From an optimization exercise on the open Yosys and OpenROAD flow, aimed at small area; shortcuts taken in it are not production practice.
Only simulation tests tie the RTL to the original design; equivalence was not proved.
Power and IR drop assume default switching activity.

`flow/design.v`:
```
`timescale 1ns / 1ps
module bin_counter #(parameter x = 3, parameter n=8)
(input clk, reset, enable, output reg [x-1:0]count);
always @(posedge clk) begin
 if (reset) begin
    count <= 0; 
 end
  else if(enable) begin
 if(count == n-1)begin
     count <= 0;
    end
  else begin
    count <= count +1;
        end
    end
 end
endmodule
`timescale 1ns / 1ps
module clk_divider #(parameter n = 50_000_000)
(input clk, rst, output reg clk_out, output tick);
wire [31:0] count;
bin_counter #(32,n) C1(.clk(clk), .reset(rst), .enable(1'b1),.count(count));
always @ (posedge clk) begin
if (rst)  
clk_out <= 0;
else if (count == n-1)
clk_out <= ~ clk_out;
end
assign tick = (count == n-1) & ~clk_out;
endmodule
`timescale 1ns / 1ps
module debouncer(input clk, rst, en, in, output out);
reg q1,q2,q3;
always@(posedge clk) begin
 if(rst) begin
 q1 <= 0;
 q2 <= 0;
 q3 <= 0;
 end
 else if (en) begin
 q1 <= in;
 q2 <= q1;
 q3 <= q2;
 end
end
assign out = (rst) ? 0 : q1&q2&q3;
endmodule
`timescale 1ns / 1ps
module synchronizer(input SIG, clk, rst, en, output reg SIG1);
reg META;
always @ (posedge clk) begin
if (rst) begin
META <= 0;
SIG1 <= 0;
end
else if (en) begin
META<= SIG;
SIG1<= META;
end
end
endmodule
`timescale 1ns / 1ps
module rising_egde_detect(input clk, rst, en, x, output z );
reg [1:0] state;
reg [1:0] next_state;
localparam  [1:0] A=2'b00,B=2'b01,C=2'b10;
always @ (*) begin
case (state)
A:if(x==0) 
next_state = A;
else 
next_state = B;
B:if(x==0) 
next_state = A;
else 
next_state = C;
C:if(x==0) 
next_state = A;
else 
next_state = C;
default: next_state = A;
endcase
end 
always @(posedge clk) begin 
if(rst)
state <= A;
else if (en)
state <=next_state ;
end
assign z = (state == B);
endmodule
`timescale 1ns / 1ps
module pushbutton_detect #(parameter n = 50_000) (input clk, rst, in, output out);
wire w1, w2, clk_out, tick;
clk_divider #(n) new_clk(.clk(clk),.rst(rst),.clk_out(clk_out),.tick(tick));
debouncer debounce(.clk(clk), .rst(rst), .en(tick), .in(in),.out(w1));
synchronizer sync(.SIG(w1),.clk(clk),.rst(rst),.en(tick),.SIG1(w2));
rising_egde_detect posedg(.clk(clk),.rst(rst),.en(tick),.x(w2),.z(out));
endmodule
`timescale 1ns / 1ps
module CU #(parameter n = 50_000) (input clk, input rst, input BTNL, input BTNR,
input BTNC, output sel_1,output sel_2, output reg load);
wire clk_out;
wire tick;
clk_divider #(n) clkdiv(.clk(clk), .rst(rst), .clk_out(clk_out), .tick(tick));
reg [1:0]counter;
  always @ (posedge clk) begin
  if (rst)
  load <= 1'b0;
  else if (tick)
  load <= BTNC;
  end
 always @(posedge clk ) begin
 if (rst)
 counter <= 2'b00;
 else if (tick) begin
 if (BTNL & ~BTNR) begin
 if (counter<2)
 counter <= counter + 1;
 end
 else if (BTNR & ~BTNL) begin
 if(counter>0)
 counter <= counter-1;
 end
else
begin
counter <=counter;
end
 end
 end
 assign {sel_1,sel_2}=counter;
endmodule
`timescale 1ns / 1ps
module multiplier(
    input  [7:0] MP,
    input [7:0]MC,
    input clk,
    input rst,
    input load, 
    output  sign,
    output   zero_flag,
    output   done,
    output reg  [15:0] product
    );
wire [7:0] MP_middle;
wire [7:0] MC_middle;
wire b0;
assign MP_middle = (MP[7] == 1'b1)? ~MP+1: MP;
assign MC_middle = (MC[7] == 1'b1)? ~MC+1:MC;
reg [15:0]Shift_Left;
reg [7:0]Shift_Right;
reg done_flag;
always @(posedge clk ) begin
if (rst)
begin
Shift_Left <=16'b0;
Shift_Right <=8'b1;
product <=16'b0;
done_flag <= 0;
end
else if(load)
begin
Shift_Left <={8'd0,MC_middle};
Shift_Right<=MP_middle;
product <=0;
done_flag  <= 1;
end
else if(~zero_flag)
begin
Shift_Left <=Shift_Left <<1;
Shift_Right <=Shift_Right >>1;
if(b0) begin
product <=product +Shift_Left; 
end
else begin
product <=product; 
end
end
end
assign zero_flag=!Shift_Right;   
assign b0=Shift_Right[0];
assign sign = (MC[7]^MP[7])&& product;
assign done = zero_flag && done_flag ;
endmodule
`timescale 1ns / 1ps
module bin_to_BCD (
    input [15:0] bin,
    output reg [19:0] bcd_output
);
  integer i, j;
  reg [20:0] BCD;
  always @* begin
    BCD = 21'b000_0000_0000_0000_0000_0000;
    BCD[15:0] = bin;
    for (i = 0; i <= 12; i = i + 1)
      for (j = 0; j <= i / 3; j = j + 1)
        if (BCD[16 - i + 4 * j -: 4] > 4)
          BCD[16 - i + 4 * j -: 4] = BCD[16 - i + 4 * j -: 4] + 4'd3;
  end
  always @* begin
    bcd_output = BCD[19:0];
  end
endmodule
`timescale 1ns / 1ps
module BCD_to_7seg(
input en, input [1:0]count,
input [3:0] num, input sign,
output reg [6:0] segments,
output reg [3:0] anode_active);
always @ (*) begin
    if(en) begin
    case(count)
    0: anode_active = 4'b1110;
    1: anode_active = 4'b1101;
    2: anode_active = 4'b1011;
    3: if(sign) anode_active = 4'b0111;
    else
    anode_active = 4'b1111;
    endcase
    end 
    else begin
        anode_active = 4'b1111;
    end
if (count < 3)
begin 
 case(num)
0: segments =7'b0000001;
1: segments =7'b1001111;
2: segments =7'b0010010;
3: segments =7'b0000110;
4: segments =7'b1001100;
5: segments =7'b0100100;
6: segments =7'b0100000;
7: segments =7'b0001111;
8: segments =7'b0000000;
9: segments =7'b0000100;
default: segments = 7'd0;
endcase
end
else
begin
case (sign)
0: segments =7'b1111111;  
1: segments =7'b1111110;  
default: segments = 7'd0;
endcase
end
end
endmodule
`timescale 1ns / 1ps
module Top_module(input clk, input rst, input BTNC, input BTNL, input BTNR, input [7:0] MP,input [7:0] MC, output  done, output [6:0] segments, output [3:0]anode_active);
localparam PB_DIV = 8;     
localparam DISP_DIV = 40;  
wire bright;
wire bleft;
wire bcenter;
pushbutton_detect #(PB_DIV) center_pb ( .clk(clk), .rst(rst), .in(BTNC), .out(bcenter));
pushbutton_detect #(PB_DIV) right_pb ( .clk(clk), .rst(rst), .in(BTNR), .out(bright));
pushbutton_detect #(PB_DIV) left_pb ( .clk(clk), .rst(rst), .in(BTNL), .out(bleft));
wire load_int;
wire [15:0] product;
wire zflag; 
wire sign;
multiplier multiply ( .MP(MP) ,.MC(MC),.clk(clk),.rst(rst),.load(load_int), .sign(sign), .zero_flag(zflag), .done(done), .product(product));  
wire s1;
wire s2;
CU #(PB_DIV) control( .clk(clk), .rst(rst), .BTNL(bleft),  .BTNR(bright),  .BTNC(bcenter), .sel_1(s1), .sel_2(s2), .load(load_int));  
wire [19:0] BCD_product;
bin_to_BCD BCD (.bin(product), .bcd_output(BCD_product));  
reg [3:0] digit_1;
reg [3:0] digit_2;
reg [3:0] digit_3;
always @ (*) begin
case ({s1,s2})
0: begin  
digit_1 = BCD_product [3:0];
digit_2 = BCD_product [7:4];
digit_3 = BCD_product [11:8];
end
1: begin
digit_1 = BCD_product [7:4];
digit_2 = BCD_product [11:8];
digit_3 = BCD_product [15:12];
end 
2: begin
digit_1 = BCD_product [11:8];
digit_2 = BCD_product [15:12];
digit_3 = BCD_product [19:16];
end 
default: begin
digit_1 = BCD_product [3:0];
digit_2 = BCD_product [7:4];
digit_3 = BCD_product [11:8];
end
endcase
end
wire const_zero;
assign const_zero = 1'b0;
wire clk_out;
wire disp_tick;
clk_divider #(DISP_DIV) clk_inst( .clk(clk), .rst(rst),.clk_out(clk_out),.tick(disp_tick));
wire const_one;
assign const_one = 1'b1; 
wire [1:0]dis_sel;
bin_counter #( 2, 3) count_dis (.clk(clk), .reset(rst), .enable(disp_tick), .count(dis_sel));
wire [1:0]count;
reg [3:0] num;
always @ (*) begin
case (count)
0: num = digit_1 ;
1: num = digit_2;
2: num = digit_3;
default: num = 4'b0;
endcase
end
bin_counter #( 2, 4) counter (.clk(clk), .reset(rst), .enable(disp_tick), .count(count));
BCD_to_7seg segment(.en(done), .count(count), .num(num), .sign(sign), .segments(segments),.anode_active(anode_active)); 
endmodule
```
`flow/run.sh`:
```
#!/bin/bash
# synth_recipe.tcl (not shown) runs the flow's synth.tcl, then flattens the netlist and writes it again
# the make line also repeats each setting of config.mk as NAME=value (left out here)
make -C /OpenROAD-flow-scripts/flow DESIGN_CONFIG=/design/flow/config.mk WORK_HOME=/design/flow/orfs CLKGATE_MAP_FILE= SYNTH_SCRIPT=/design/flow/synth_recipe.tcl finish
```
`flow/config.mk`:
```
export PLATFORM = sky130hd
export DESIGN_NAME = Top_module
export DESIGN_NICKNAME = Top_module
export VERILOG_FILES = /design/flow/design.v
export SDC_FILE = /design/flow/constraint.sdc
export NUM_CORES = 4
export LEC_CHECK = 0
export CAP_MARGIN = 20
export CORE_MARGIN = 2
export CORE_UTILIZATION = 40
export SLEW_MARGIN = 20
```
`flow/constraint.sdc`:
```
create_clock -name core_clock -period 15.0 [get_ports {clk}]
set_input_delay 3.0000 -clock core_clock [delete_from_list [all_inputs] [get_ports {clk}]]
set_output_delay 3.0000 -clock core_clock [all_outputs]
set_load 0.01 [all_outputs]
```
==> reports/results.txt <==
Proportion of power drawn by combinational gates - 0.033
Compound-Gate Fraction of Synth Area - 0.225
Crit path arrival time - 11.48 ns
Hold Path Origin - clk_inst.C1.count[0]
Pre-CTS WS - 0.0404 ns
Post-synthesis xor/xnor area fraction - 0.102
# port buffers - 32
Nets - 2336
Power Dens Cells - 63.4 nW/um^2
Yosys warnings - 14
Hold Violations, Final - 0
Share of cells above drive strength 1 - 0.118
Clock power frac - 0.467
Synthesis-to-layout area growth - 12.1%
Worst R2R Start - multiply.product[1]
CTS tree - yes
GRT Residual Overflow - 0
Synth Area in Simple Gates - 0.254
Buffer depth of the longest clock path - 3
WP buf/inv - 8
Detailed-router iteration count before antenna repair - 5
Largest family of logic cells by synthesized area - simple AND/OR/NAND/NOR gates
I/O pin count - 33
Worst-path fanout max - 10
Layout Cells excl Fill - 2833
CP Class - reg2out
Via Count - 16200
Post-Syn Instances - 2203
Slew HR - 0.345
Core box area - 43200 sq um
Clock transition at path regs - 0.06 ns
Pin count of the biggest net entering global routing - 55
Slew Limit Fails - 0
Post-synthesis sequential area ratio - 0.264
Antenna diodes - 0
Setup slack, reg-to-reg - 11.39 ns
Antenna viol nets, final - 0
Synth Register Bits - 232
Fmax - 69.1 MHz
CP Data Required Time - 12.00 ns
Slew at the pin closest to its max-slew limit - 0.981 ns
Cell mode on critical path - inv_1
Crit path capture type - output pin
Fill count - 4241
Worst path slowest cell - clkdlybuf4s50_1
Hold path depth - 1
Multi-input gate area - 12500 sq um
DRT iter0 DRCs - 1033
H-tree levels - 1
Final setup violation count - 0
Total CTS buffers - 23
Floorplan row count - 76
Sw Pwr - 0.270 mW
Maximum vdd ir drop - 0.0714 mV
Sequential power share - 0.500
R2r worst-path depth - 19
Starting Density - 0.407
Hold Path Sink - clk_inst.C1.count[0]
Async SR Flop Fraction - 0
Crit path time final - 14.48 ns
Root buffer cell - clkbuf_16
CTS Sinks - 232
Cell variety after synth - 126
R2R Path End - multiply.product[15]
Avg Cell Area, Syn - 7.97 sq um
Leakage - 7.37 nW
Net count after synthesis - 2307
Cell Area, Synth - 17600 sq um
Synth Area in Adders - 0.0602
Dpl hpwl - 31800 um
Clk Latency, worst-skew pair - 0.52 ns
Max-cap viol count - 0
Worst hold slack - 0.446 ns
Post-route setup slack - 0.520 ns
Die W - 214 um
Number of remaining DRC errors - 0
Outcome - no timing/DRC/antenna violations
Die area - 45600 sq um
Final WL - 43500 um
Crit-path leading delay family - compound AO/OA/AOI/OAI gates
Period utilisation layout - 0.965
Post-DR wirelength/cell - 15.4 um
Routability cong. - 0.916
Sw frac - 0.216
Post-CTS Hold Buffers - 0
Critical Path Max Stage Delay - 0.47 ns
Post-synth EDFFs - 0
CP startpoint kind - flop
Clock skew - 0.0182 ns
Internal Power - 0.978 mW
Global Route Usage Sum - 0.188
First-pass GRT wire length - 73100 um
Mux contribution to synthesized area - 0.0537
Vias in the first global route - 15000
Initial antenna violation count - 0
Sequential cell area - 4650 sq um
Via density per instance - 5.71
Post-Place Cells - 2766
Chip height - 214 um
Synth Flop Type - dfxtp_1
Worst hold path type - reg2reg
[synth_stat cells (46+ instances only)]
library cell	number	share of area
ha_1	82	0.058
o21ai_0	51	0.015
a21oi_1	104	0.030
nand2_1	164	0.035
xnor2_1	79	0.039
and3_1	46	0.016
nand3_1	101	0.029
mux2i_1	70	0.040
nor4_1	51	0.018
clkbuf_1	55	0.012
xor2_1	117	0.058
nor2_1	337	0.072
inv_1	75	0.016
nor3_1	58	0.017
dfxtp_1	232	0.26
[flip-flops by register name, summed over array words and instances (netlist names), 2 cells and up]
register and flops:
center_pb.new_clk.C1.count 32, center_pb.posedg.state 2, clk_inst.C1.count 32, control.clkdiv.C1.count 32, control.counter 2, counter.count 2
left_pb.new_clk.C1.count 32, left_pb.posedg.state 2, multiply.Shift_Left 16, multiply.Shift_Right 8, multiply.product 16, right_pb.new_clk.C1.count 32
right_pb.posedg.state 2
[placed cells by master (no fill, tap or decap), types with 9 or more instances in the layout]
cell type        netlist  layout
nor3_1                58      53
clkbuf_16              0      23
nand4_1               42      42
a21oi_2                6      11
inv_1                 75      75
nand2_1              164     162
o21ai_0               51      51
nor4_1                51      47
xor2_1               117     116
mux2_2                12      12
nor3_2                 5       9
and3_1                46      44
nor2_1               337     334
a21oi_1              104      99
o211ai_1              20      20
ha_2                   0       9
or2_2                  9       9
clkdlybuf4s50_1        0      30
o22ai_1               15      15
nand3_1              101     100
dfxtp_1              232     229
a22oi_1               10      10
nor2b_1               15      15
o21a_1                20      18
or3_1                 18      18
a21o_1                21      21
and2_1                 9       9
o21bai_1              14      14
buf_4                  5      59
a211oi_1              33      31
xnor2_1               79      78
o31ai_1               12      12
a31oi_1               20      20
nand2b_1              19      19
a211o_1               12      12
ha_1                  82      72
mux2i_1               70      69
[power by group through the flow]
stage	registers (mW)	logic [mW]	clock network (mW)
2_1_floorplan	0.636	0.0285	0
3_5_place_dp	0.638	0.0412	0
6_report	0.624	0.0412	0.583
5_1_grt	0.625	0.0467	0.624
4_1_cts	0.624	0.0415	0.599
3_3_place_gp	0.638	0.0406	0
[how the worst max path moves through the flow]
stage / from / slack [ns] / to / cells past startpoint
after global routing: multiply.product[13] / -0.10 / segments[1] / 55
after detailed placement: multiply.product[13] / 0.04 / segments[2] / 53
final: multiply.product[13] / 0.52 / segments[6] / 53
after global placement: multiply.product[13] / 0.39 / segments[2] / 55
after CTS: multiply.product[13] / 0.003 / segments[2] / 52
after floorplan: multiply.product[13] / 1.21 / segments[6] / 53
[per-layer routing]
layer | wire, um | GRT usage | part of all wire
met1 | 20500 | 0.261 | 0.47
met2 | 20400 | 0.313 | 0.47
met3 | 1930 | 0.0180 | 0.044
met4 | 693 | 0.0443 | 0.016
met5 | 0 | 0 | 0
[what timing repair did]
item | CTS | global route
setup buffers | 0 | 26
pin swaps | 0 | 19
resized for setup | 10 | 57
setup endpoints to repair | 7 | 7
[cell type report]
type	instances	share of cell area
clock buffers	30	0.0331
clock inverters	11	0.00572
inverters	79	0.0151
multi-input cells	1803	0.633
flip-flops and latches	232	0.236
well taps	585	0.0372
repair buffers	93	0.0399
[through the flow]
stage          cell area, sq um  utilization  setup TNS (ns)  total power, mW
3_5_place_dp              18500        0.428               0            0.680
4_1_cts                   19300        0.446               0             1.27
6_report                  19700        0.456               0             1.25
5_1_grt                   19700        0.456          -0.409             1.30
2_1_floorplan             17600            -               0            0.665
3_3_place_gp              18500        0.428               0            0.679
[kinds of logic (layout without fill, tap and decap cells)]
family	count (synthesis)	in the layout
DFF	232	232
muxes	89	89
adders and majority gates	84	84
buffers and inverters	168	213
AOI/OAI and AO/OA	510	510
and+or+nand+nor	920	920
xor gates and xnor gates	200	200

-- re-timing with driven ports --
Ports are ideal in the flow. The routed layout listed here was re-timed in OpenROAD.
Step 1 assumes that a clkbuf_16 drives the clock port and a buf_2 every other input.
Step 2, shift: input delay + t, output delay - t, t = (earliest + latest rising clock arrival at the registers) / 2. This alone moves slack from input paths to output paths.
Three values: no drivers, after step 1, after step 2; two values: the first two.
t (ns): 0.557
slack for setup (ns): 0.520 / 0.471 / 1.028
worst register clock-pin slew, ns: 0.07 / 0.07
After both steps this run still meets setup and hold. The setup slack of this run moves by -0.049 ns with the drivers and by +0.508 ns with both steps.
